Source: an optimization exercise on an open RTL-to-GDS flow (aim: small area, a short achievable clock period and few clock cycles per item). Production flows keep margins and buffers that such runs may drop. RTL that was checked went through simulation tests only; none was proved equivalent to the original. The RTL of runs 1 and 2 was laid out without a check of its function. Power is estimated from default activity; no workload was simulated.

$ cat flow/design.v
module conv_single(input [8:0] kernel, input [8:0] window, output act_sign);
wire [8:0] m = kernel ~^ window;
wire sa = m[0] ^ m[1] ^ m[2];
wire ca = (m[0] & m[1]) | (m[0] & m[2]) | (m[1] & m[2]);
wire sb = m[3] ^ m[4] ^ m[5];
wire cb = (m[3] & m[4]) | (m[3] & m[5]) | (m[4] & m[5]);
wire e5 = ca & cb & (sa | sb);
wire e4 = (ca & cb) | ((ca | cb) & sa & sb);
wire e3 = (ca & cb) | ((ca | cb) & (sa | sb));
wire e2 = ca | cb | (sa & sb);
wire l1 = m[6] | m[7] | m[8];
wire l2 = (m[6] & m[7]) | (m[6] & m[8]) | (m[7] & m[8]);
wire l3 = m[6] & m[7] & m[8];
assign act_sign = e5 | (e4 & l1) | (e3 & l2) | (e2 & l3);
endmodule
module pipelined_conv(
	input clk,
	input [15:0] input_row,
	input [8:0] weights_in,
	input m12, m16,		 
	output reg [13:0] conv_out);
reg [15:0] R1, R2;
wire [13:0] sign_acts;
always @(posedge clk) begin
	R1 <= input_row;
	R2 <= R1;
end
genvar k;
generate
	for (k = 0; k < 14; k = k + 1) begin : g_conv
		conv_single u(.kernel(weights_in),
			.window({input_row[k+2:k], R1[k+2:k], R2[k+2:k]}),
			.act_sign(sign_acts[k]));
	end
endgenerate
always @(posedge clk)
	conv_out <= {sign_acts[13:10] & {4{m16}}, sign_acts[9:8] & {2{m12}}, sign_acts[7:0]};
endmodule
module controller(input reset_b,
		  input clk,
		  input dut_run,
		  input [15:0] input_mdr,
		  output reg busy_out,
		  output reg output_write_en,
		  output reg [11:0] input_mar,
		  output reg [11:0] output_mar,
		  output reg m12, m16
		 );
localparam [1:0] ROW = 2'd0, DIMA = 2'd1, DIMD = 2'd2, DONE = 2'd3;
reg busy;		 
reg [1:0] st;
reg [3:0] c;		 
reg last;		 
wire idle = !busy;
wire is_row = busy && st == ROW;
wire is_dimd = busy && st == DIMD;
wire zero = !(input_mdr[3] | input_mdr[4]);
wire next_last = c[3] & !c[0] & (!m12 | c[1] & (!m16 | c[2]));
wire skip = is_row & last;
wire v = busy & (st == ROW ? c[3] | c[2] | (c[1] & c[0]) : st == DIMA);
wire done = st[1] & (st[0] | zero);
always @(posedge clk or negedge reset_b)
	if (!reset_b) begin
		busy <= 1'b0;
		busy_out <= 1'b0;
		output_write_en <= 1'b0;
	end else begin
		output_write_en <= v;
		busy_out <= busy ? !done : dut_run;
		if (idle)
			busy <= dut_run;
		else if (st == DONE || (st == DIMD && zero))
			busy <= 1'b0;
	end
always @(posedge clk) begin
	if (idle) st <= zero ? DONE : ROW;
	else case (st)
		ROW: if (last) st <= DIMA;
		DIMA: st <= DIMD;
		DIMD: st <= ROW;
		DONE: st <= ROW;
	endcase
	if (idle) input_mar <= {10'd0, dut_run, 1'b0};
	else begin
		input_mar[0] <= input_mar[0] ^ !skip;
		input_mar[11:1] <= input_mar[11:1] + (input_mar[0] | skip);
	end
	if (idle) output_mar <= 12'd0;
	else if (output_write_en) output_mar <= output_mar + 12'd1;
	c <= (is_row | is_dimd) ? c + 4'd1 : 4'd0;
	last <= is_row & next_last;
	if (idle | is_dimd) begin
		m16 <= input_mdr[4];
		m12 <= input_mdr[4] | input_mdr[2];
	end
end
endmodule
module top_without_mem(input dut_run, reset_b, clk,
		       output dut_busy,
		       input[15:0] sram_dut_read_data, wmem_dut_read_data,
		       output[15:0] dut_sram_write_data,
		       output[11:0] dut_sram_write_address, dut_sram_read_address,
		       output[11:0] dut_wmem_read_address, output dut_sram_write_enable
			);
wire m12, m16;
wire [13:0] conv_out;
controller u1(.reset_b(reset_b), .clk(clk), .dut_run(dut_run),
		.input_mdr(sram_dut_read_data), .busy_out(dut_busy),
		.output_write_en(dut_sram_write_enable),
		.input_mar(dut_sram_read_address),
		.output_mar(dut_sram_write_address),
		.m12(m12), .m16(m16));
pipelined_conv u2(.clk(clk), .input_row(sram_dut_read_data),
		.weights_in(wmem_dut_read_data[8:0]),
		.m12(m12), .m16(m16), .conv_out(conv_out));
assign dut_wmem_read_address = 12'd1;
assign dut_sram_write_data = {2'b0, conv_out};
endmodule
$ cat flow/flow/run.sh
#!/bin/bash
# The standard layout, with two changes: ABC maps the logic with an area-oriented script
# (flow/abc.script, through flow/synth.tcl), and the ports get plain buffers, not delay cells.
set -euo pipefail
W=$(pwd)
export BUFFER_PORTS_ARGS="-buffer_cell sky130_fd_sc_hd__buf_1"
export FLOW_ABC_SCRIPT="$W/flow/abc.script"
bash standard.sh SYNTH_SCRIPT="$W/flow/synth.tcl" finish > standard.log 2>&1
$ cat flow/flow/abc.script
&get -n
&st
&dch
&nf -a
&put
topo
stime -c
$ cat flow/flow/synth.tcl
# synth_recipe.tcl (the standard synthesis script), except that ABC maps the logic with
# flow/abc.script instead of ORFS's abc_speed.script. Registers are mapped before ABC runs,
# so they are the standard synthesis's.
proc synth {args} { yosys synth -nofsm -noshare {*}$args }
proc abc {args} {
  set i [lsearch $args -script]
  if {$i >= 0} { set args [lreplace $args [expr {$i+1}] [expr {$i+1}] $::env(FLOW_ABC_SCRIPT)] }
  yosys abc {*}$args
}
source $::env(SCRIPTS_DIR)/synth.tcl
# left out here: clear keep_hierarchy, flatten, clean up, hide names made inside functions, write 1_2_yosys.v
$ cat flow/standard.sh
#!/bin/bash
# synth_recipe.tcl (not shown) runs the flow's synth.tcl, then flattens the netlist and writes it again
# the make line also repeats each setting of config.mk as NAME=value (left out here)
make -C /OpenROAD-flow-scripts/flow DESIGN_CONFIG=/design/flow/config.mk WORK_HOME=/design/flow/orfs CLKGATE_MAP_FILE= SYNTH_SCRIPT=/design/flow/synth_recipe.tcl "${@:-finish}"
$ cat flow/config.mk
export PLATFORM = sky130hd
export DESIGN_NAME = top_without_mem
export DESIGN_NICKNAME = top_without_mem
export VERILOG_FILES = /design/flow/design.v
export SDC_FILE = /design/flow/constraint.sdc
export NUM_CORES = 4
export LEC_CHECK = 0
export CAP_MARGIN = 20
export CORE_MARGIN = 2
export CORE_UTILIZATION = 60
export PLACE_DENSITY = 0.8
export SETUP_SLACK_MARGIN = 4.25
export SLEW_MARGIN = 20
$ cat flow/constraint.sdc
create_clock -name core_clock -period 6.5 [get_ports {clk}]
set_input_delay 1.3000 -clock core_clock [delete_from_list [all_inputs] [get_ports {clk}]]
set_output_delay 1.3000 -clock core_clock [all_outputs]
set_load 0.01 [all_outputs]
==> metrics.md, run 1 <==
| Metric | Value |
|---|---|
| Status | complete, no violations |
| CTS root buf | clkbuf_8 |
| Pleak | 2.572 nW |
| RD Place Congestion | 0.7856 |
| Post-route minimum period | 2.701 ns |
| R2r setup slk | 4.44 ns |
| Crit path launch type | input pin |
| Final setup vio count | 0 |
| ANT cells | 0 |
| Setup CP Type | input pin to flip-flop |
| Reg2reg end | u1.input_mar[7] |
| Die width | roughly 96 µm |
| Slew @ Worst Pin | 0.6428 ns |
| Num CTS Buffers | 9 |
| Crit. End Element | flip-flop |
| Floorplan row count | 33 |
| Worst EP arrival | a little under 3 ns |
| Worst R2R Start | u1.st[1] |
| GR Util met1 | 34.86% |
| Relative slew slack | between 50 and 60% |
| Overflow left after global routing | 0 |
| CTS tree | done |
| Synth Flop Type | dfxtp_1 |
| Max Clk Rate | approximately 370 MHz |
| Pwr dens | 267.6 nW/µm² |
| M2 GR Usage | a little over half |
| P_sw | 712.3 µW |
| Hold_buf cts | 0 |
| Syn avg cell area | 9.051 µm² |
| Layout filler cell count | 495 |
| Fin worst setup slack | 3.799 ns |
| Routed Antenna Nets | 0 |
| NumNets Final | 731 |
| WP data required | 6.74 ns |
| Slew Viols, Final | 0 |
| DP Worst Slack | 2.941 ns |
| Sequential area share after synthesis | 33.77% |
| Yosys top cell by area | dfxtp_1 |
| Synth top area cells | dfxtp_1 30%, xnor2_1 13%, fa_1 11%, xor2_1 11%, nor2_1 5.2% |
| Routed wire per std cell | 18.51 µm |
| Max_cap viols | 0 |
| Core area | 8175 µm² |
| Final Hold Fails | 0 |
| IO buf count | 67 |
| RSZ-0062 raised after global routing | yes |
| DP Cell Count | 730 |
| Async SR Flop Fraction | 3.659% |
| Die Y-Extent | about 96 µm |
| Post-Synthesis Cells | roughly 560 |
| Hold Path Class | flip-flop to flip-flop |
| Reg power frac | between 30% and 40% |
| Die area | 9120 µm² |
| I/O Pins | 89 |
| Initial DRT Pass Iterations | 5 |
| Sw Share | 39.96% |
| Worst Reg-to-Reg Cells | 11 |
| Hold Crit Start | u2.R1[15] |
| DR vias | ~4500 |
| Setup TNS | 0 ns |
| Synth warn | 2 |
| Peak VDD IR | 0.0002388 V |
| Register Area | 1717 µm² |
| EDFF count, synth | 4 |
| Skew-Pair Late Insertion Delay | 0.36 ns |
| Clock Tree Buf Depth | 2 |
| Share of post-route cells with drive strength above 1 | 22.01% |
| Clock transition at the registers of the reported paths | 0.09 ns |
| Met3 GRT Util | approximately 5.3% |
| Initial cell density of the core | 61.45% |
| Hold Crit Depth | 0 |
| Gr usage total | 30.56% |
| Largest net degree at the start of global routing | 22 |
| Clock power share | 19.8% |
| Mapped cell area | ~5000 µm² |
| Initial antenna violation count | 0 |
| Global-route wire length before repair | 20.82 mm |
| DR iter-0 viols | 248 |
| Hpwl dp | 8.042 mm |
| Pint | 1.070 mW |
| Via density per instance | 5.810 |
| Area grow syn2layout | 32.60% |
| Seq cells post-synth | 82 |
| Clock H-tree levels | 3 |
| Total power | 1.783 mW |
| Combinational Power Share | 41.6% |
| Number of remaining DRC errors | 0 |
| Vias in the first global route | 4386 |
| Total Wirelength | approximately 14 mm |
| Share of the synthesized area in the top cell type | 29.89% |
| Tcrit/Tclk final | 41.56% |
| Netlist cell types | 31 |
| CP Max Fanout | 6 |
| Fin cells | 773 |
| Final clock skew | 0.01427 ns |
| WHS Endpoint | u2.R2[15] |
| CTS Sinks | 82 |
| GR peak layer | met2 |
| Multi-input gate area | 3896 µm² |
-- state kept, by name (all words and copies together), names as in the netlist --
register            count
u2.conv_out            14
u2.R2                  16
u1.m12                  1
u2.R1                  16
u1.m16                  1
u1.last                 1
u1.busy                 1
u1.st                   2
u1.busy_out             1
u1.input_mar           12
u1.output_mar          12
u1.c                    4
u1.output_write_en      1
-- worst max path at each step --
stage	endpoint	cells past startpoint	slack, ns	from
detailed placement	u2.conv_out[12]	7	2.94	wmem_dut_read_data[4]
floorplan	u2.conv_out[8]	6	3.89	wmem_dut_read_data[2]
global placement	u2.conv_out[11]	7	3.00	wmem_dut_read_data[4]
global route	u2.conv_out[9]	8	3.77	wmem_dut_read_data[5]
finish	u2.conv_out[13]	8	3.80	wmem_dut_read_data[1]
CTS	u2.conv_out[12]	8	3.94	wmem_dut_read_data[1]
-- worst max-delay path, stage by stage --
cell and delay, ns:
buf_12 0.11, buf_16 0.14, xor2_2 0.18, fa_1 0.55, nor2_1 0.09, o21ai_1 0.17
a21oi_1 0.08, o31a_1 0.31
-- cell usage in the layout (no fill, tap or decap), drive strengths merged, types with 16 or more instances in the layout --
cell type  count
clkbuf        16
fa            28
xnor2         75
nor2          70
o21ai         42
buf           93
nand3         18
a21oi         22
xor2          62
dfxtp         75
nand2         68
-- synth_stat cells (all sizes together) (6+ instances only) --
cell type,count
dfxtp,75
xnor2,75
nor2,70
nand2,68
xor2,62
o21ai,42
fa,28
a21oi,22
nand3,18
buf,14
o2111ai,8
o211ai,8
a211oi,6
clkinv,6
nor3,6
o31a,6
o31ai,6
-- metrics by stage --
step                utilization [%]  hold slack [ns]  area [µm²]
global route                  81.48           0.4140        6661
floorplan                         -           0.3487        5549
finish                        81.48           0.4013        6661
detailed placement            71.78           0.3589        5868
global placement              71.78           0.3573        5868
CTS                           79.74           0.3923        6519
-- per-layer routing --
metal / wire (µm) / share of wire (%)
met5: 0 / 0
met4: 811 / 5.7
met3: 935 / 6.5
met1: 5254 / 37
met2: 7304 / 51
-- logic make-up (layout without fill, tap and decap cells) --
group | after synthesis | after routing | synth area share, %
adders and majority gates | 33 | 33 | 12.40
xor gates and xnor gates | 137 | 137 | 23.89
DFF | 82 | 82 | 33.77
buffers and inverters | 20 | 121 | 2.540
and+or+nand+nor | 179 | 179 | 14.84
other | 2 | 14 | 0.1495
AOI/OAI and AO/OA | 102 | 102 | 12.40
-- power groups by stage --
| stage | clock [mW] | combinational, mW | sequential (mW) |
|---|---|---|---|
| finish | 0.354 | 0.741 | 0.688 |
| global route | 0.375 | 0.822 | 0.700 |
| CTS | 0.352 | 0.677 | 0.682 |
| detailed placement | 0 | 0.612 | 0.694 |
| global placement | 0 | 0.583 | 0.690 |
| floorplan | 0 | 0.424 | 0.707 |
-- layout make-up --
cell class	instances	share of cell area, %
sequential	82	25.77
multi-input combinational	465	58.49
tap	105	1.972
clock inverter	6	0.7137
timing repair buffer	99	10.80
inverter	6	0.3381
clock buffer	10	1.916
-- what timing repair did --
action	CTS	global route
pin swaps	37	21
cloned	2	1
buffers inserted	19	5
gates resized for setup	73	26
endpoints found under the hold margin	0	0
endpoints found under the setup margin	27	24
==> run 2, diff against run 1 <==
--- a/flow/config.mk
+++ b/flow/config.mk
@@ -11,3 +11,3 @@
 export PLACE_DENSITY = 0.8
-export SETUP_SLACK_MARGIN = 4.25
+export SETUP_SLACK_MARGIN = 4.15
 export SLEW_MARGIN = 20
==> metrics.md, run 2 <==
| Metric | Value |
|---|---|
| Status | complete, no violations |
| Slew @ Worst Pin | 0.5932 ns (-0.04964 ns) |
| Pwr dens | 266.2 nW/µm² (-0.51%) |
| Pleak | 2.549 nW (-0.90%) |
| Largest family of logic cells by synthesized area | XOR/XNOR gates |
| Synth Area in Compound Gates | 12.40% (unchanged) |
| Tcrit/Tclk final | 41.74% (+0.19 points) |
| Hold Crit Depth | 0 (unchanged) |
| Final setup vio count | 0 (unchanged) |
| CTS root buf | clkbuf_8 |
| Final Hold Fails | 0 (unchanged) |
| Clock transition at the registers of the reported paths | 0.09 ns (about the same) |
| EDFF count, synth | 4 (unchanged) |
| Initial DRT Pass Iterations | 5 (unchanged) |
| Design Area, Final | 6586 µm² (-1.1%) |
| Mapped cell area | 5024 µm² (unchanged) |
| Hpwl dp | 8.042 mm (unchanged) |
| Fin cells | 769 (-0.52%) |
| Synth Flop Type | dfxtp_1 |
| DP Worst Slack | 2.941 ns (unchanged) |
| Overflow left after global routing | 0 (unchanged) |
| Number of remaining DRC errors | 0 (unchanged) |
| Num CTS Buffers | 9 (unchanged) |
| Vias in the first global route | 4374 (-0.27%) |
| Worst EP arrival | 3.01 ns (+0.07 ns) |
| I/O Pins | 89 (unchanged) |
| Total Wirelength | 13.52 mm (-5.5%) |
| Fin worst setup slack | 3.787 ns (-0.01207 ns) |
| Via density per instance | 5.693 (-2.0%) |
| Die width | 95.50 µm (unchanged) |
| DR iter-0 viols | 167 (-33%) |
| Setup TNS | 0 ns (unchanged) |
| Most common cell after layout, fill and taps aside | dfxtp_1 |
| Share of post-route cells with drive strength above 1 | 18.52% (-3.5 points) |
| Initial cell density of the core | 61.45% (unchanged) |
| Slew Viols, Final | 0 (unchanged) |
| Die Y-Extent | 95.50 µm (unchanged) |
| NumNets Final | 727 (-0.55%) |
| Gr usage total | 30.34% (-0.22 points) |
| Netlist cell types | 31 (unchanged) |
| Max_cap viols | 0 (unchanged) |
| Die area | 9120 µm² (unchanged) |
| Setup CP Type | input pin to flip-flop |
| Hold Path Class | flip-flop to flip-flop |
| IO buf count | 67 (unchanged) |
| Async SR Flop Fraction | 3.659% (unchanged) |
| Most frequent cells after synthesis | 75 x dfxtp_1, 75 x xnor2_1, 70 x nor2_1 |
| Crit. End Element | flip-flop |
| Syn avg cell area | 9.051 µm² (unchanged) |
| CTS Sinks | 82 (unchanged) |
| CTS tree | done |
| Post-Synth Simple-Gate Area | 14.84% (unchanged) |
| Crit path launch type | input pin |
| Routed wire per std cell | 17.58 µm (-5.0%) |
| Max Clk Rate | 368.6 MHz (-0.45%) |
| Hold_buf cts | 0 (unchanged) |
| Yosys top cell by area | dfxtp_1 |
| Area grow syn2layout | 31.11% |
| DR vias | 4378 (-2.5%) |
| Clock Tree Buf Depth | 2 (unchanged) |
| Clock H-tree levels | 3 (unchanged) |
| Largest regs | u2.R1: 16 flops, u2.R2: 16 flops, u2.conv_out: 14 flops |
| Routed Antenna Nets | 0 (unchanged) |
| Synth top area cells | dfxtp_1 30%, xnor2_1 13%, fa_1 11%, xor2_1 11%, nor2_1 5.2% |
| Worst Reg-to-Reg Cells | 12 (+1) |
| Most frequent cells in the layout | 75 x dfxtp_1, 67 x nand2_1, 61 x buf_1 |
| Final clock skew | 0.01079 ns (-0.003478 ns) |
| RSZ-0062 raised after global routing | yes |
| Largest net degree at the start of global routing | 22 (unchanged) |
| ANT cells | 0 (unchanged) |
| Seq cells post-synth | 82 (unchanged) |
| Global-route wire length before repair | 20.71 mm (-0.57%) |
| CP Max Fanout | 5 (-1) |
| RD Place Congestion | 0.7856 (unchanged) |
| WP data required | 6.79 ns (+0.05 ns) |
| Skew-Pair Late Insertion Delay | 0.36 ns (about the same) |
| Core area | 8175 µm² (unchanged) |
| Floorplan row count | 33 (unchanged) |
| Post-synthesis xor/xnor area fraction | 23.89% (unchanged) |
| Adder-Cell Fraction of Synth Area | 12.40% (unchanged) |
| Placed cell areas | 5868 µm² (unchanged) |
| Synth warn | 2 (unchanged) |
| Initial antenna violation count | 0 (unchanged) |
| DP Cell Count | 730 (unchanged) |
| Post-Synthesis Cells | 555 (unchanged) |
| Relative slew slack | 60.45% (+3.3 points) |
| Mux contribution to synthesized area | 0% (unchanged) |
| Post-route minimum period | 2.713 ns (+0.01207 ns) |
| Peak VDD IR | 0.0002318 V (-2.9%) |
| Sequential area share after synthesis | 33.77% (unchanged) |
| Share of the synthesized area in the top cell type | 29.89% (unchanged) |
run 2: cell families after synthesis:
logic type	count (synthesis)
AOI/OAI and AO/OA	102
xor gates and xnor gates	137
adders and majority gates	33
buffers and inverters	20
DFF	82
other	2
and+or+nand+nor	179
run 2: repair_timing:
item                                    4_1_cts  5_1_grt
resized for setup                            64       14
endpoints found under the setup margin       17       17
buffers inserted                             18        3
pin swaps                                    36       16
gates cloned                                  2        0
hold endpoints to repair                      0        0
run 2: path summary, 6_finish.rpt:
path / startpoint / to / slack (ns)
max in group asynchronous: reset_b / u1.output_write_en / 5.59
worst min register to register: u2.R1[15] / u2.R2[15] / 0.41
worst min-delay path: u2.R1[15] / u2.R2[15] / 0.41
min in group asynchronous: reset_b / u1.busy_out / 0.74
worst max register to register: u1.st[1] / u1.input_mar[11] / 4.38
worst max-delay path: wmem_dut_read_data[5] / u2.conv_out[13] / 3.79
run 2: worst max-delay path: stages:
cell and delay (ns):
buf_12 0.11, buf_16 0.14, xor2_2 0.23, fa_1 0.47, nor2_1 0.18, nor2_1 0.07, o31ai_1 0.32, o31a_1 0.18
run 2: cell type report:
type,instances,area (µm²)
fillers,507,1589
inverters,6,22.52
repair buffers,95,681.9
multi-input cells,465,3876
well taps,105,131.4
clock inverters,6,47.55
flip-flops and latches,82,1699
clock buffers,10,127.6
run 2: power by group:
part	switching, mW	total, mW	internal (mW)
logic	0.406	0.719	0.313
registers	0.0820	0.687	0.605
clock network	0.205	0.348	0.143
total	0.693	1.75	1.06
run 2: through the flow:
stage          total power, mW  hold WS, ns  util (%)
6_report                 1.753       0.4149     80.56
5_1_grt                  1.874       0.4262     80.56
4_1_cts                  1.708       0.3923     79.51
3_5_place_dp             1.306       0.3589     71.78
3_3_place_gp             1.273       0.3573     71.78
2_1_floorplan            1.131       0.3487         -
run 2: per-layer routing:
metal	share of wire, %	track usage (%)
met5	0	0
met4	4.6	17.26
met1	38	34.69
met3	5.2	5.296
met2	52	53.40
==> run 3, diff against run 2 <==
--- a/flow/design.v
+++ b/flow/design.v
@@ -22,2 +22,3 @@
 reg [15:0] R1, R2;
+reg [5:0] K;	 
 wire [13:0] sign_acts;
@@ -26,2 +27,3 @@
 	R2 <= R1;
+	K <= weights_in[5:0];
 end
@@ -30,3 +32,3 @@
 	for (k = 0; k < 14; k = k + 1) begin : g_conv
-		conv_single u(.kernel(weights_in),
+		conv_single u(.kernel({weights_in[8:6], K}),
 			.window({input_row[k+2:k], R1[k+2:k], R2[k+2:k]}),
--- a/flow/config.mk
+++ b/flow/config.mk
@@ -11,3 +11,3 @@
 export PLACE_DENSITY = 0.8
-export SETUP_SLACK_MARGIN = 4.15
+export SETUP_SLACK_MARGIN = 4.3
 export SLEW_MARGIN = 20
==> metrics.md, run 3 <==
| Metric | Value |
|---|---|
| Yosys top cell by area | dfxtp_1 |
| Pwr dens | 288.6 nW/µm² (+8.4%) |
| Most common cell in the netlist | dfxtp_1 |
| Tcrit/Tclk final | 33.98% (-7.8 points) |
| WP data required | 5.20 ns (-1.59 ns) |
| DR iter-0 viols | 128 (-23%) |
| Floorplan row count | 33 (unchanged) |
| Post-Synthesis Cells | 565 (+1.8%) |
| Share of post-route cells with drive strength above 1 | 13.33% (-5.2 points) |
| Synth Flop Type | dfxtp_1 |
| CP Cell Sequence | clkbuf_2 |
| Most frequent cells in the layout | 69 x xnor2_1, 69 x nand2_1, 61 x nor2_1 |
| Final Hold Fails | 0 (unchanged) |
| Area grow syn2layout | 14.06% |
| Synth warn | 2 (unchanged) |
| Design Area, Final | 5896 µm² (-10%) |
| Async SR Flop Fraction | 3.409% (-0.25 points) |
| Pleak | 2.304 nW (-9.6%) |
| Number of remaining DRC errors | 0 (unchanged) |
| Slew Viols, Final | 0 (unchanged) |
| CP Max Fanout | 2 (-3) |
| EDFF count, synth | 4 (unchanged) |
| Slowest CP cell | dfrtp_2 |
| Crit path launch type | flip-flop |
| Peak VDD IR | 0.0001991 V (-14%) |
| Hold Path Class | flip-flop to flip-flop |
| Core area | 8299 µm² (+1.5%) |
| Max_cap viols | 0 (unchanged) |
| Multi-input gate area | 3273 µm² (-16%) |
| Seq cells post-synth | 88 (+7.3%) |
| Max Clk Rate | 452.8 MHz (+23%) |
| Synth top area cells | dfxtp_1 31%, xnor2_1 12%, fa_1 11%, xor2_1 9.8%, nand2_1 5.1% |
| Clock transition at the registers of the reported paths | 0.09 ns (about the same) |
| Sequential area share after synthesis | 35.15% (+1.4 points) |
| Netlist cell types | 35 (+13%) |
| Slew @ Worst Pin | 0.5002 ns (-0.09298 ns) |
| Via density per instance | 5.477 (-3.8%) |
| Post-route minimum period | 2.208 ns (-0.5048 ns) |
| Register Area | 1881 µm² (+11%) |
| Crit. End Element | primary output |
| I/O Pins | 89 (unchanged) |
| Vias in the first global route | 4165 (-4.8%) |
| DR vias | 4190 (-4.3%) |
| Clock H-tree levels | 3 (unchanged) |
| CTS tree | done |
| Routed wire per std cell | 14.05 µm (-20%) |
| Skew-Pair Late Insertion Delay | 0.36 ns (about the same) |
| Share of the synthesized area in the top cell type | 31.37% (+1.5 points) |
| Clock Tree Buf Depth | 2 (unchanged) |
| Placed cell areas | 5509 µm² (-6.1%) |
| Crit-path max cell delay | 0.42 ns (-0.05 ns) |
| Mapped cell area | 5169 µm² (+2.9%) |
| Largest regs | u2.R1: 16 flops, u2.R2: 16 flops, u2.conv_out: 14 flops |
| ANT cells | 0 (unchanged) |
| Overflow left after global routing | 0 (unchanged) |
| Global-route wire length before repair | 18.54 mm (-10%) |
| RSZ-0062 raised after global routing | yes |
| Num CTS Buffers | 9 (unchanged) |
| Most frequent cells after synthesis | 81 x dfxtp_1, 70 x nand2_1, 69 x xnor2_1 |
| Routed Antenna Nets | 0 (unchanged) |
| Gr usage total | 23.89% (-6.4 points) |
| Initial antenna violation count | 0 (unchanged) |
| CTS root buf | clkbuf_8 |
| Initial cell density of the core | 62.28% (+0.83 points) |
| Die Y-Extent | 96.82 µm (+1.4%) |
| Top cell family by delay on the critical path | flip-flops |
| Hpwl dp | 7.555 mm (-6.1%) |
| Relative slew slack | 66.65% (+6.2 points) |
| Die area | 9373 µm² (+2.8%) |
| Total Wirelength | 10.75 mm (-20%) |
| CTS Sinks | 88 (+7.3%) |
| Final clock skew | 0.007547 ns (-0.003244 ns) |
| CP bufs+invs | 1 (-1) |
| NumNets Final | 723 (-0.55%) |
| Setup CP Type | flip-flop to primary output |
| Initial DRT Pass Iterations | 5 (unchanged) |
| Final setup vio count | 0 (unchanged) |
| Status | complete, no violations |
| Layout filler cell count | 684 (+35%) |
| Die width | 96.82 µm (+1.4%) |
| Syn avg cell area | 9.148 µm² (+1.1%) |
| Setup TNS | 0 ns (unchanged) |
| Largest net degree at the start of global routing | 16 (-27%) |
| RD Place Congestion | 0.8039 (+2.3%) |
| IO buf count | 67 (unchanged) |
| Worst EP arrival | 0.91 ns (-2.10 ns) |
==> run 3: cell count changes in the layout (fill, tap and decap cells not counted), moves of 17 or more <==
cell	previous run	this run
xnor2_1	34	69
xnor2_2	25	0
o21ai_0	23	45
dfxtp_1	75	54
buf_1	61	41
buf_2	0	19
dfxtp_2	0	17
o21ai_1	17	0
==> run 3: area by class of cell <==
type	count	area share, %
clock inverter	5	0.6367
timing repair buffer	81	6.706
inverter	7	0.4457
clock buffer	11	2.568
tap	105	2.228
sequential	88	31.90
multi-input combinational	468	55.52
==> run 3: report_power, final <==
| group | internal, mW | total [mW] | switching, mW | leakage, nW |
|---|---|---|---|---|
| Clock | 0.162 | 0.368 | 0.206 | 0.0968 |
| Sequential | 0.647 | 0.718 | 0.0717 | 0.760 |
| Combinational | 0.259 | 0.615 | 0.356 | 1.45 |
==> run 3: what timing repair did <==
| item | in CTS | in global routing |
|---|---|---|
| setup endpoints to repair | 40 | 26 |
| gates resized for setup | 50 | 19 |
| setup buffers | 3 | 9 |
| hold buffers | 0 | 0 |
==> run 3: cell families after synthesis <==
logic type               Yosys count  synth area share [%]
buffers and inverters             21                 2.542
AND/OR/NAND/NOR                  179                 14.96
flip-flops                        88                 35.15
XOR/XNOR                         127                 21.52
adder cells (fa/ha/maj)           33                 12.06
other                              2                0.1453
AO/OA/AOI/OAI                    115                 13.63
==> run 3: through the flow <==
stage	utilization, %	setup slack, ns	hold slack (ns)	total power [mW]	instances
global placement	66.37	3.513	0.3547	1.268	737
floorplan	-	4.415	0.3487	1.147	577
detailed placement	66.38	3.986	0.3565	1.301	737
finish	71.04	4.292	0.3673	1.701	765
global route	71.04	4.238	0.3770	1.832	765
CTS	69.74	4.271	0.3694	1.695	756
==> run 3: final timing paths <==
check                                   startpoint                     to  slack [ns]  cells past startpoint
worst max-delay path            u1.output_write_en  dut_sram_write_enable        4.29                      1
max in group asynchronous                  reset_b                u1.busy        5.60                      1
worst max register to register             u2.K[4]        u2.conv_out[13]        4.41                      6
worst min register to register           u2.R1[15]              u2.R2[15]        0.37                      0
min in group asynchronous                  reset_b            u1.busy_out        0.72                      1
worst min-delay path                     u2.R1[15]              u2.R2[15]        0.37                      0
==> run 3: per-layer routing <==
metal  wire length, µm  vias up  part of all wire (%)  track usage (%)
met5                 0        -                     0                0
met4               217        0                   2.0            8.342
met3               412       20                   3.8            4.263
met2              5318      106                    49            41.93
met1              4798     1981                    45            29.52
li1                  -     2083                     -                -
Testbench counts of run 3, summed over its fixed seeds: cycles 42,580, items 33,100.
==> run 4, diff against run 3 <==
--- a/flow/config.mk
+++ b/flow/config.mk
@@ -11,3 +11,3 @@
 export PLACE_DENSITY = 0.8
-export SETUP_SLACK_MARGIN = 4.3
+export SETUP_SLACK_MARGIN = 4.25
 export SLEW_MARGIN = 20
==> metrics.md, run 4 <==
| Metric | Value |
|---|---|
| Status | complete, no violations |
| Skew-Pair Late Insertion Delay | 0.36 ns (about the same) |
| Pleak | 2.133 nW (-7.4%) |
| Floorplan row count | 33 (unchanged) |
| CTS tree | done |
| CP Launch Point | u1.output_mar[9] |
| Most frequent cells after synthesis | 81 x dfxtp_1, 70 x nand2_1, 69 x xnor2_1 |
| Hold Path Class | flip-flop to flip-flop |
| DR iter-0 viols | 134 (+4.7%) |
| Slowest CP cell | dfxtp_1 |
| Num CTS Buffers | 9 (unchanged) |
| Final core occ | 69.29% (-1.7 points) |
| Top cell family by delay on the critical path | flip-flops |
| Final Hold Fails | 0 (unchanged) |
| Mapped cell area | 5169 µm² (unchanged) |
| Routed Antenna Nets | 0 (unchanged) |
| NumNets Final | 715 (-1.1%) |
| Worst Reg-to-Reg Cells | 6 (unchanged) |
| Seq cells post-synth | 88 (unchanged) |
| CTS root buf | clkbuf_8 |
| Routed length on met1 | 4.671 mm (-2.6%) |
| Share of the synthesized area in the top cell type | 31.37% (unchanged) |
| Hold_buf cts | 0 (unchanged) |
| Tcrit/Tclk final | 34.05% (+0.070 points) |
| RSZ-0062 raised after global routing | no |
| Final clock skew | 0.01001 ns (+0.002462 ns) |
| Reg2reg end | u2.conv_out[11] |
| Setup TNS | 0 ns (unchanged) |
| Metal2 WL | 5.325 mm (+0.13%) |
| Gr usage total | 23.65% (-0.24 points) |
| Die area | 9373 µm² (unchanged) |
| Total Wirelength | 10.76 mm (+0.10%) |
| Final setup vio count | 0 (unchanged) |
| Largest net degree at the start of global routing | 17 (+1) |
| Setup CP Type | flip-flop to primary output |
| Sequential area share after synthesis | 35.15% (unchanged) |
| Worst EP arrival | 0.91 ns (about the same) |
| Top Layer Used | met4 |
| Clock H-tree levels | 3 (unchanged) |
| Via density per instance | 5.495 (+0.33%) |
| Wire length on met3 | 600 µm (+46%) |
| Worst R2R Start | u2.K[0] |
| EDFF count, synth | 4 (unchanged) |
| Setup crit end | dut_sram_write_address[9] |
| Most frequent cells in the layout | 69 x xnor2_1, 69 x nand2_1, 66 x buf_1 |
| Hpwl dp | 7.692 mm (+1.8%) |
| Initial antenna violation count | 0 (unchanged) |
| CP bufs+invs | 1 (unchanged) |
| Number of remaining DRC errors | 0 (unchanged) |
| CP Max Fanout | 5 (+3) |
| Syn avg cell area | 9.148 µm² (unchanged) |
| Netlist cell types | 35 (unchanged) |
| WP data required | 5.20 ns (about the same) |
| DP Worst Slack | 3.798 ns (-0.1880 ns) |
| Pwr dens | 288.7 nW/µm² (about the same) |
| DR vias | 4160 (-0.72%) |
| Clock transition at the registers of the reported paths | 0.09 ns (about the same) |
| Core area | 8299 µm² (unchanged) |
| Crit path depth | 1 (unchanged) |
| Largest regs | u2.R1: 16 flops, u2.R2: 16 flops, u2.conv_out: 14 flops |
| Crit. End Element | primary output |
| I/O Pins | 89 (unchanged) |
| ANT cells | 0 (unchanged) |
| Global-route wire length before repair | 18.31 mm (-1.3%) |
| Async SR Flop Fraction | 3.409% (unchanged) |
| Synth Flop Type | dfxtp_1 |
| Max_cap viols | 0 (unchanged) |
| Fin worst setup slack | 4.287 ns (-0.004520 ns) |
| Max Clk Rate | 451.9 MHz (-0.20%) |
| Yosys top cell by area | dfxtp_1 |
| Share of post-route cells with drive strength above 1 | 6.748% (-6.6 points) |
| Fin cells | 757 (-1.0%) |
| Clock Tree Buf Depth | 2 (unchanged) |
| Die width | 96.82 µm (unchanged) |
| Most common cell in the netlist | dfxtp_1 |
| Synth warn | 2 (unchanged) |
| Die Y-Extent | 96.82 µm (unchanged) |
| Initial cell density of the core | 62.28% (unchanged) |
| RD Place Congestion | 0.8170 (+1.6%) |
| IO buf count | 67 (unchanged) |
| Post-Synthesis Cells | 565 (unchanged) |
| CTS Sinks | 88 (unchanged) |
| Post-route minimum period | 2.213 ns (+0.004520 ns) |
| Peak VDD IR | 0.0001501 V (-25%) |
| Routed wire per std cell | 14.21 µm (+1.2%) |
| DP Cell Count | 737 (unchanged) |
| Area grow syn2layout | 11.26% |
| Slew Viols, Final | 0 (unchanged) |
| Initial DRT Pass Iterations | 4 (-1) |
| CP Cell Sequence | buf_1 |
| Vias in the first global route | 4052 (-2.7%) |
| R2r setup slk | 4.39 ns (-0.02 ns) |
| Synth top area cells | dfxtp_1 31%, xnor2_1 12%, fa_1 11%, xor2_1 9.8%, nand2_1 5.1% |
| Overflow left after global routing | 0 (unchanged) |
| Crit path launch type | flip-flop |
| Crit-path max cell delay | 0.39 ns (-0.03 ns) |
-- run 4: cell counts after synthesis --
No cell type changed its count.
-- run 4: through the flow --
stage	instance area, µm²	hold WS [ns]	total power, mW
floorplan	5214	0.3487	1.147
global placement	5507	0.3552	1.268
detailed placement	5508	0.3609	1.303
CTS	5714	0.3738	1.652
global route	5751	0.3814	1.786
finish	5751	0.3749	1.660
-- run 4: worst min-delay path by stage --
stage,from,cells past startpoint,slack [ns],end
after floorplan,u2.R1[15],0,0.35,u2.R2[15]
after global placement,u2.R1[15],0,0.36,u2.R2[15]
after detailed placement,u2.R1[15],0,0.36,u2.R2[15]
after CTS,u2.R1[15],0,0.37,u2.R2[15]
after global routing,u2.R1[0],0,0.38,u2.R2[0]
final,u2.R1[15],0,0.37,u2.R2[15]
-- run 4: timing repair --
action / in CTS / in global routing
setup endpoints to repair: 29 / 14
setup buffers: 2 / 2
resized for setup: 14 / 12
pin swaps: 0 / 0
-- run 4: cell families after synthesis --
kind of cell	share of synthesized area (%)
other	0.1453
adders and majority gates	12.06
xor gates and xnor gates	21.52
AOI/OAI and AO/OA	13.63
and+or+nand+nor	14.96
buffers and inverters	2.542
DFF	35.15
-- run 4: layout make-up --
class | instances | area [µm²]
multi-input cells | 468 | 3271
fillers | 668 | 2549
flip-flops and latches | 88 | 1849
repair buffers | 73 | 300.3
well taps | 105 | 131.4
clock buffers | 9 | 123.9
clock inverters | 7 | 48.80
inverters | 7 | 26.28
-- run 4: metal layers --
metal,global-route usage [%],vias up
li1,-,2065
met1,30.71,1971
met2,39.80,110
met3,3.757,14
met4,8.992,0
met5,0,-
-- run 4: where the power goes --
part / internal, mW / switching [mW]
logic: 0.250 / 0.348
clock network: 0.138 / 0.201
registers: 0.646 / 0.0783
total: 1.03 / 0.627
==> run 5, diff against run 4 <==
--- a/flow/flow/run.sh
+++ b/flow/flow/run.sh
@@ -6,2 +6,3 @@
 export BUFFER_PORTS_ARGS="-buffer_cell sky130_fd_sc_hd__buf_1"
+export CTS_ARGS="-sink_clustering_enable -repair_clock_nets -dont_use_dummy_load -root_buf sky130_fd_sc_hd__clkbuf_16"
 export FLOW_ABC_SCRIPT="$W/flow/abc.script"
==> metrics.md, run 5 <==
| Metric | Value |
|---|---|
| Die Y-Extent | 96.82 µm (unchanged) |
| Gr usage total | 23.44% (-0.22 points) |
| Hold Crit Depth | 0 (unchanged) |
| Share of the synthesized area in the top cell type | 31.37% (unchanged) |
| Hold Path Class | flip-flop to flip-flop |
| Initial DRT Pass Iterations | 4 (unchanged) |
| Hpwl dp | 7.692 mm (unchanged) |
| CTS tree | done |
| Peak VDD IR | 0.0001584 V (+5.5%) |
| Number of remaining DRC errors | 0 (unchanged) |
| Num CTS Buffers | 9 (unchanged) |
| Fin worst setup slack | 4.287 ns (-0.0004000 ns) |
| Slew Viols, Final | 0 (unchanged) |
| Hold Crit Start | u2.R1[15] |
| Clock H-tree levels | 3 (unchanged) |
| CP Max Fanout | 6 (+1) |
| Most common cell in the netlist | dfxtp_1 |
| Final core occ | 69.71% (+0.42 points) |
| Synth warn | 2 (unchanged) |
| Largest net degree at the start of global routing | 16 (-1) |
| Post-route minimum period | 2.213 ns (+0.0004000 ns) |
| Max_cap viols | 0 (unchanged) |
| CP Cell Sequence | buf_1 |
| DR iter-0 viols | 135 (+0.75%) |
| Skew-Pair Late Insertion Delay | 0.33 ns (-0.03 ns) |
| Final setup vio count | 0 (unchanged) |
| Clock transition at the registers of the reported paths | 0.06 ns (-0.03 ns) |
| Placed cell areas | 5508 µm² (unchanged) |
| Total power | 1.745 mW (+5.1%) |
| WHS Endpoint | u2.R2[15] |
| Async SR Flop Fraction | 3.409% (unchanged) |
| Setup TNS | 0 ns (unchanged) |
| Share of post-route cells with drive strength above 1 | 4.503% (-2.2 points) |
| Crit. End Element | primary output |
| Synth Flop Type | dfxtp_1 |
| Setup CP Type | flip-flop to primary output |
| DR vias | 4216 (+1.3%) |
| Final Hold Fails | 0 (unchanged) |
| EDFF count, synth | 4 (unchanged) |
| IO buf count | 67 (unchanged) |
| Crit-path max cell delay | 0.41 ns (+0.02 ns) |
| Die width | 96.82 µm (unchanged) |
| Routed Antenna Nets | 0 (unchanged) |
| Yosys top cell by area | dfxtp_1 |
| CTS Sinks | 88 (unchanged) |
| Fin Hold WS | 0.3678 ns (-0.007178 ns) |
| Slowest CP cell | dfxtp_1 |
| Tcrit/Tclk final | 34.05% (about the same) |
| Most frequent cells in the layout | 71 x dfxtp_1, 69 x xnor2_1, 69 x nand2_1 |
| Pleak | 2.157 nW (+1.1%) |
| Floorplan row count | 33 (unchanged) |
| Worst R2R Start | u2.K[0] |
| CTS root buf | clkbuf_16 |
| Initial cell density of the core | 62.28% (unchanged) |
| WP data required | 5.20 ns (about the same) |
| Final clock skew | 0.01201 ns (+0.002001 ns) |
| Fin cells | 749 (-1.1%) |
| Most frequent cells after synthesis | 81 x dfxtp_1, 70 x nand2_1, 69 x xnor2_1 |
| Reg2reg end | u2.conv_out[11] |
| Netlist cell types | 35 (unchanged) |
| R2r setup slk | 4.39 ns (about the same) |
| Design Area, Final | 5786 µm² (+0.61%) |
| Most common cell after layout, fill and taps aside | dfxtp_1 |
| Via density per instance | 5.629 (+2.4%) |
| Total Wirelength | 10.77 mm (+0.11%) |
| DP Cell Count | 737 (unchanged) |
| Clock Tree Buf Depth | 2 (unchanged) |
| Worst Reg-to-Reg Cells | 6 (unchanged) |
| CP bufs+invs | 1 (unchanged) |
| Seq cells post-synth | 88 (unchanged) |
| Status | complete, no violations |
| Core area | 8299 µm² (unchanged) |
| RD Place Congestion | 0.8170 (unchanged) |
| RSZ-0062 raised after global routing | no |
| Post-Synthesis Cells | 565 (unchanged) |
| DP Worst Slack | 3.798 ns (unchanged) |
| I/O Pins | 89 (unchanged) |
| Largest regs | u2.R1: 16 flops, u2.R2: 16 flops, u2.conv_out: 14 flops |
| NumNets Final | 714 (-0.14%) |
| Worst EP arrival | 0.91 ns (about the same) |
| Sequential area share after synthesis | 35.15% (unchanged) |
| Synth top area cells | dfxtp_1 31%, xnor2_1 12%, fa_1 11%, xor2_1 9.8%, nand2_1 5.1% |
| Syn avg cell area | 9.148 µm² (unchanged) |
| Area grow syn2layout | 11.93% |
| Max Clk Rate | 451.8 MHz (about the same) |
| Pwr dens | 301.6 nW/µm² (+4.5%) |
| Routed wire per std cell | 14.38 µm (+1.2%) |
| Mapped cell area | 5169 µm² (unchanged) |
| Top cell family by delay on the critical path | flip-flops |
| Overflow left after global routing | 0 (unchanged) |
| Global-route wire length before repair | 18.20 mm (-0.60%) |
| Crit path launch type | flip-flop |
| ANT cells | 0 (unchanged) |
| Vias in the first global route | 4068 (+0.39%) |
| Die area | 9373 µm² (unchanged) |
| Initial antenna violation count | 0 (unchanged) |
-- run 5: cell counts after synthesis --
No cell type changed its count.
-- run 5: cells by family after synthesis --
family	after synthesis	share of synthesized area, %
AND/OR/NAND/NOR	179	14.96
XOR/XNOR	127	21.52
AO/OA/AOI/OAI	115	13.63
flip-flops	88	35.15
adder cells (fa/ha/maj)	33	12.06
buffers and inverters	21	2.542
other	2	0.1453
-- run 5: routing by layer --
metal / global-route usage, % / part of all wire (%) / vias to the layer above
met2: 38.89 / 49 / 139
met5: 0 / 0 / -
met4: 9.751 / 2.2 / 0
met1: 30.89 / 44 / 1999
met3: 3.179 / 4.8 / 22
li1: - / - / 2056
-- run 5: what timing repair did --
item	4_1_cts	5_1_grt
setup endpoints to repair	24	12
resized for setup	9	9
buffers inserted	3	0
endpoints found under the hold margin	0	0
cloned	0	0
hold buffers	0	0
-- run 5: area by class of cell --
type                    instances  area (µm²)
well taps                     105       131.4
multi-input cells             468        3271
repair buffers                 72       292.8
flip-flops and latches         88        1839
clock buffers                   9       225.2
inverters                       7       26.28
fillers                       650        2514
-- run 5: worst max path at each step --
stage	startpoint	endpoint	slack, ns	cells after the start
after CTS	u1.input_mar[4]	dut_sram_read_address[4]	4.26	1
after global routing	u1.st[1]	u1.input_mar[7]	4.25	11
after detailed placement	u1.busy	u1.input_mar[11]	3.80	11
after global placement	wmem_dut_read_data[8]	u2.conv_out[9]	3.51	4
final	u1.output_mar[2]	dut_sram_write_address[2]	4.29	1
after floorplan	u1.busy	u1.input_mar[11]	4.29	11
-- run 5: power breakdown --
part / total (mW) / switching [mW] / internal (mW) / leakage [nW]
sequential: 0.722 / 0.0755 / 0.647 / 0.749
clock: 0.426 / 0.183 / 0.243 / 0.111
combinational: 0.597 / 0.351 / 0.246 / 1.30
==> run 6, diff against run 5 <==
--- a/flow/flow/run.sh
+++ b/flow/flow/run.sh
@@ -6,3 +6,3 @@
 export BUFFER_PORTS_ARGS="-buffer_cell sky130_fd_sc_hd__buf_1"
-export CTS_ARGS="-sink_clustering_enable -repair_clock_nets -dont_use_dummy_load -root_buf sky130_fd_sc_hd__clkbuf_16"
+export CTS_ARGS="-sink_clustering_enable -repair_clock_nets -dont_use_dummy_load"
 export FLOW_ABC_SCRIPT="$W/flow/abc.script"
==> metrics.md, run 6 <==
| Metric | Value |
|---|---|
| Worst R2R Start | u2.K[0] |
| I/O Pins | 89 (unchanged) |
| CTS tree | done |
| Tcrit/Tclk final | 34.16% (+0.10 points) |
| CTS root buf | clkbuf_8 |
| Slew Viols, Final | 0 (unchanged) |
| Largest regs | u2.R1: 16 flops, u2.R2: 16 flops, u2.conv_out: 14 flops |
| Synth warn | 2 (unchanged) |
| Most frequent cells after synthesis | 81 x dfxtp_1, 70 x nand2_1, 69 x xnor2_1 |
| Peak VDD IR | 0.0001514 V (-4.4%) |
| Clock H-tree levels | 3 (unchanged) |
| Slowest CP cell | dfxtp_1 |
| Initial cell density of the core | 62.28% (unchanged) |
| WHS Endpoint | u2.R2[0] |
| Pwr dens | 283.0 nW/µm² (-6.2%) |
| Area grow syn2layout | 10.05% |
| EDFF count, synth | 4 (unchanged) |
| Max_cap viols | 0 (unchanged) |
| Total Wirelength | 10.74 mm (-0.27%) |
| Top cell family by delay on the critical path | flip-flops |
| Hold Path Class | flip-flop to flip-flop |
| Worst EP arrival | 0.92 ns (about the same) |
| Clock Tree Buf Depth | 2 (unchanged) |
| Synth Flop Type | dfxtp_1 |
| Crit. End Element | primary output |
| Share of the synthesized area in the top cell type | 31.37% (unchanged) |
| Number of remaining DRC errors | 0 (unchanged) |
| Hold Crit Depth | 0 (unchanged) |
| Crit path launch type | flip-flop |
| Max Clk Rate | 450.4 MHz (-0.30%) |
| CP Cell Sequence | buf_1 |
| RSZ-0062 raised after global routing | yes |
| Num CTS Buffers | 9 (unchanged) |
| Fin Hold WS | 0.3707 ns (+0.002919 ns) |
| Die width | 96.82 µm (unchanged) |
| Netlist cell types | 35 (unchanged) |
| RD Place Congestion | 0.8170 (unchanged) |
| Routed wire per std cell | 14.34 µm (-0.27%) |
| Routed Antenna Nets | 0 (unchanged) |
| Post-route minimum period | 2.220 ns (+0.006770 ns) |
| Yosys top cell by area | dfxtp_1 |
| Most common cell in the netlist | dfxtp_1 |
| Sequential area share after synthesis | 35.15% (unchanged) |
| Post-Synthesis Cells | 565 (unchanged) |
| Clock transition at the registers of the reported paths | 0.07 ns (about the same) |
| ANT cells | 0 (unchanged) |
| CP bufs+invs | 1 (unchanged) |
| Status | complete, no violations |
| Skew-Pair Late Insertion Delay | 0.35 ns (+0.02 ns) |
| Pleak | 2.112 nW (-2.1%) |
| Initial DRT Pass Iterations | 4 (unchanged) |
| Via density per instance | 5.547 (-1.4%) |
| Hpwl dp | 7.692 mm (unchanged) |
| Floorplan row count | 33 (unchanged) |
| Mapped cell area | 5169 µm² (unchanged) |
| Most frequent cells in the layout | 69 x xnor2_1, 69 x nand2_1, 68 x dfxtp_1 |
| Final Hold Fails | 0 (unchanged) |
| Setup TNS | 0 ns (unchanged) |
| DR iter-0 viols | 123 (-8.9%) |
| Seq cells post-synth | 88 (unchanged) |
| Die area | 9373 µm² (unchanged) |
| Synth top area cells | dfxtp_1 31%, xnor2_1 12%, fa_1 11%, xor2_1 9.8%, nand2_1 5.1% |
| Final clock skew | 0.02253 ns (+0.01052 ns) |
| Crit-path max cell delay | 0.41 ns (about the same) |
| Async SR Flop Fraction | 3.409% (unchanged) |
| CTS Sinks | 88 (unchanged) |
| Overflow left after global routing | 0 (unchanged) |
| NumNets Final | 714 (unchanged) |
| Total power | 1.610 mW (-7.7%) |
| R2r setup slk | 4.40 ns (about the same) |
| DR vias | 4155 (-1.4%) |
| Worst Reg-to-Reg Cells | 6 (unchanged) |
| Placed cell areas | 5508 µm² (unchanged) |
| Setup CP Type | flip-flop to primary output |
| IO buf count | 67 (unchanged) |
| Syn avg cell area | 9.148 µm² (unchanged) |
| Hold_buf cts | 0 (unchanged) |
| Share of post-route cells with drive strength above 1 | 4.969% (+0.47 points) |
| Die Y-Extent | 96.82 µm (unchanged) |
| Final setup vio count | 0 (unchanged) |
| Reg2reg end | u2.conv_out[11] |
| Core area | 8299 µm² (unchanged) |
| WP data required | 5.20 ns (about the same) |
| Largest net degree at the start of global routing | 16 (unchanged) |
| Gr usage total | 23.41% (-0.031 points) |
| Initial antenna violation count | 0 (unchanged) |
| Design Area, Final | 5688 µm² (-1.7%) |
| Vias in the first global route | 4074 (+0.15%) |
| Hold Crit Start | u2.R1[0] |
| CP Max Fanout | 6 (unchanged) |
| Global-route wire length before repair | 18.22 mm (+0.12%) |
[run 6: worst max path at each step]
stage / from / end / cells after the start
4_1_cts: u1.output_mar[2] / dut_sram_write_address[2] / 1
5_1_grt: u1.input_mar[7] / dut_sram_read_address[7] / 1
2_1_floorplan: u1.busy / u1.input_mar[11] / 11
3_3_place_gp: wmem_dut_read_data[8] / u2.conv_out[9] / 4
3_5_place_dp: u1.busy / u1.input_mar[11] / 11
6_report: u1.input_mar[7] / dut_sram_read_address[7] / 1
[run 6: through the flow]
| step | setup WS [ns] | utilization [%] | std cells |
|---|---|---|---|
| 6_report | 4.280 | 68.54 | 749 |
| 2_1_floorplan | 4.291 | - | 577 |
| 3_5_place_dp | 3.798 | 66.37 | 737 |
| 3_3_place_gp | 3.515 | 66.35 | 737 |
| 4_1_cts | 4.254 | 68.31 | 749 |
| 5_1_grt | 4.247 | 68.54 | 749 |
[run 6: cell type report]
| cell class | count | area (µm²) |
|---|---|---|
| fill | 667 | 2611 |
| clock buffer | 9 | 123.9 |
| tap | 105 | 131.4 |
| timing repair buffer | 72 | 292.8 |
| inverter | 7 | 26.28 |
| sequential | 88 | 1843 |
| multi-input combinational | 468 | 3271 |
[run 6: cells by family (layout without fill, tap and decap cells)]
family | count (synthesis) | after routing | synth area share [%]
adders and majority gates | 33 | 33 | 12.06
xor gates and xnor gates | 127 | 127 | 21.52
buffers and inverters | 21 | 88 | 2.542
other | 2 | 14 | 0.1453
and+or+nand+nor | 179 | 179 | 14.96
AOI/OAI and AO/OA | 115 | 115 | 13.63
DFF | 88 | 88 | 35.15
[run 6: metal layers]
layer / track usage (%) / share of wire [%]
met1: 30.20 / 45
met2: 39.69 / 49
met3: 3.613 / 4.3
met4: 8.884 / 1.9
met5: 0 / 0
[run 6: what timing repair did]
item                                   in CTS  in global routing
setup endpoints to repair                  26                 13
buffers inserted                            3                  0
resized for setup                          11                 10
endpoints found under the hold margin       0                  0
[run 6: power breakdown]
group | internal (mW) | total [mW] | switching [mW]
combinational | 0.246 | 0.597 | 0.351
sequential | 0.646 | 0.722 | 0.0761
clock | 0.124 | 0.290 | 0.166
total | 1.02 | 1.61 | 0.593

==> re-timing with driven ports <==
How much do the figures lean on ideal ports? The routed layouts below were timed once more, with nothing changed but the port constraints. Step 1: set_driving_cell puts a clkbuf_16 on clk and a buf_2 on each other input, an assumption about the parent block. Step 2, shift: input delay + t, output delay - t, t = (earliest + latest rising clock arrival at the registers) / 2. This alone moves slack from input paths to output paths. Slacks: ideal ports / drivers / drivers and shift; pairs: ideal ports / drivers.
run | t (ns) | setup WS [ns] | slew at the worst register clock pin (ns) | cell pins on the clock port's net
run 1 | 0.387 | 3.799 / 3.776 / 3.389 | 0.10 / 0.10 | 1
run 2 | 0.384 | 3.787 / 3.766 / 3.382 | 0.10 / 0.10 | 1
run 3 | 0.394 | 4.292 / 4.258 / 4.006 | 0.09 / 0.09 | 1
run 4 | 0.389 | 4.287 / 4.252 / 4.013 | 0.09 / 0.09 | 1
run 5 | 0.366 | 4.287 / 4.249 / 3.993 | 0.06 / 0.06 | 1
run 6 | 0.373 | 4.280 / 4.246 / 3.988 | 0.09 / 0.09 | 1
After both steps every run listed still meets setup and hold. For run 1, which loses most, drivers alone change the setup slack by -0.023 ns; drivers and shift together by -0.410 ns.
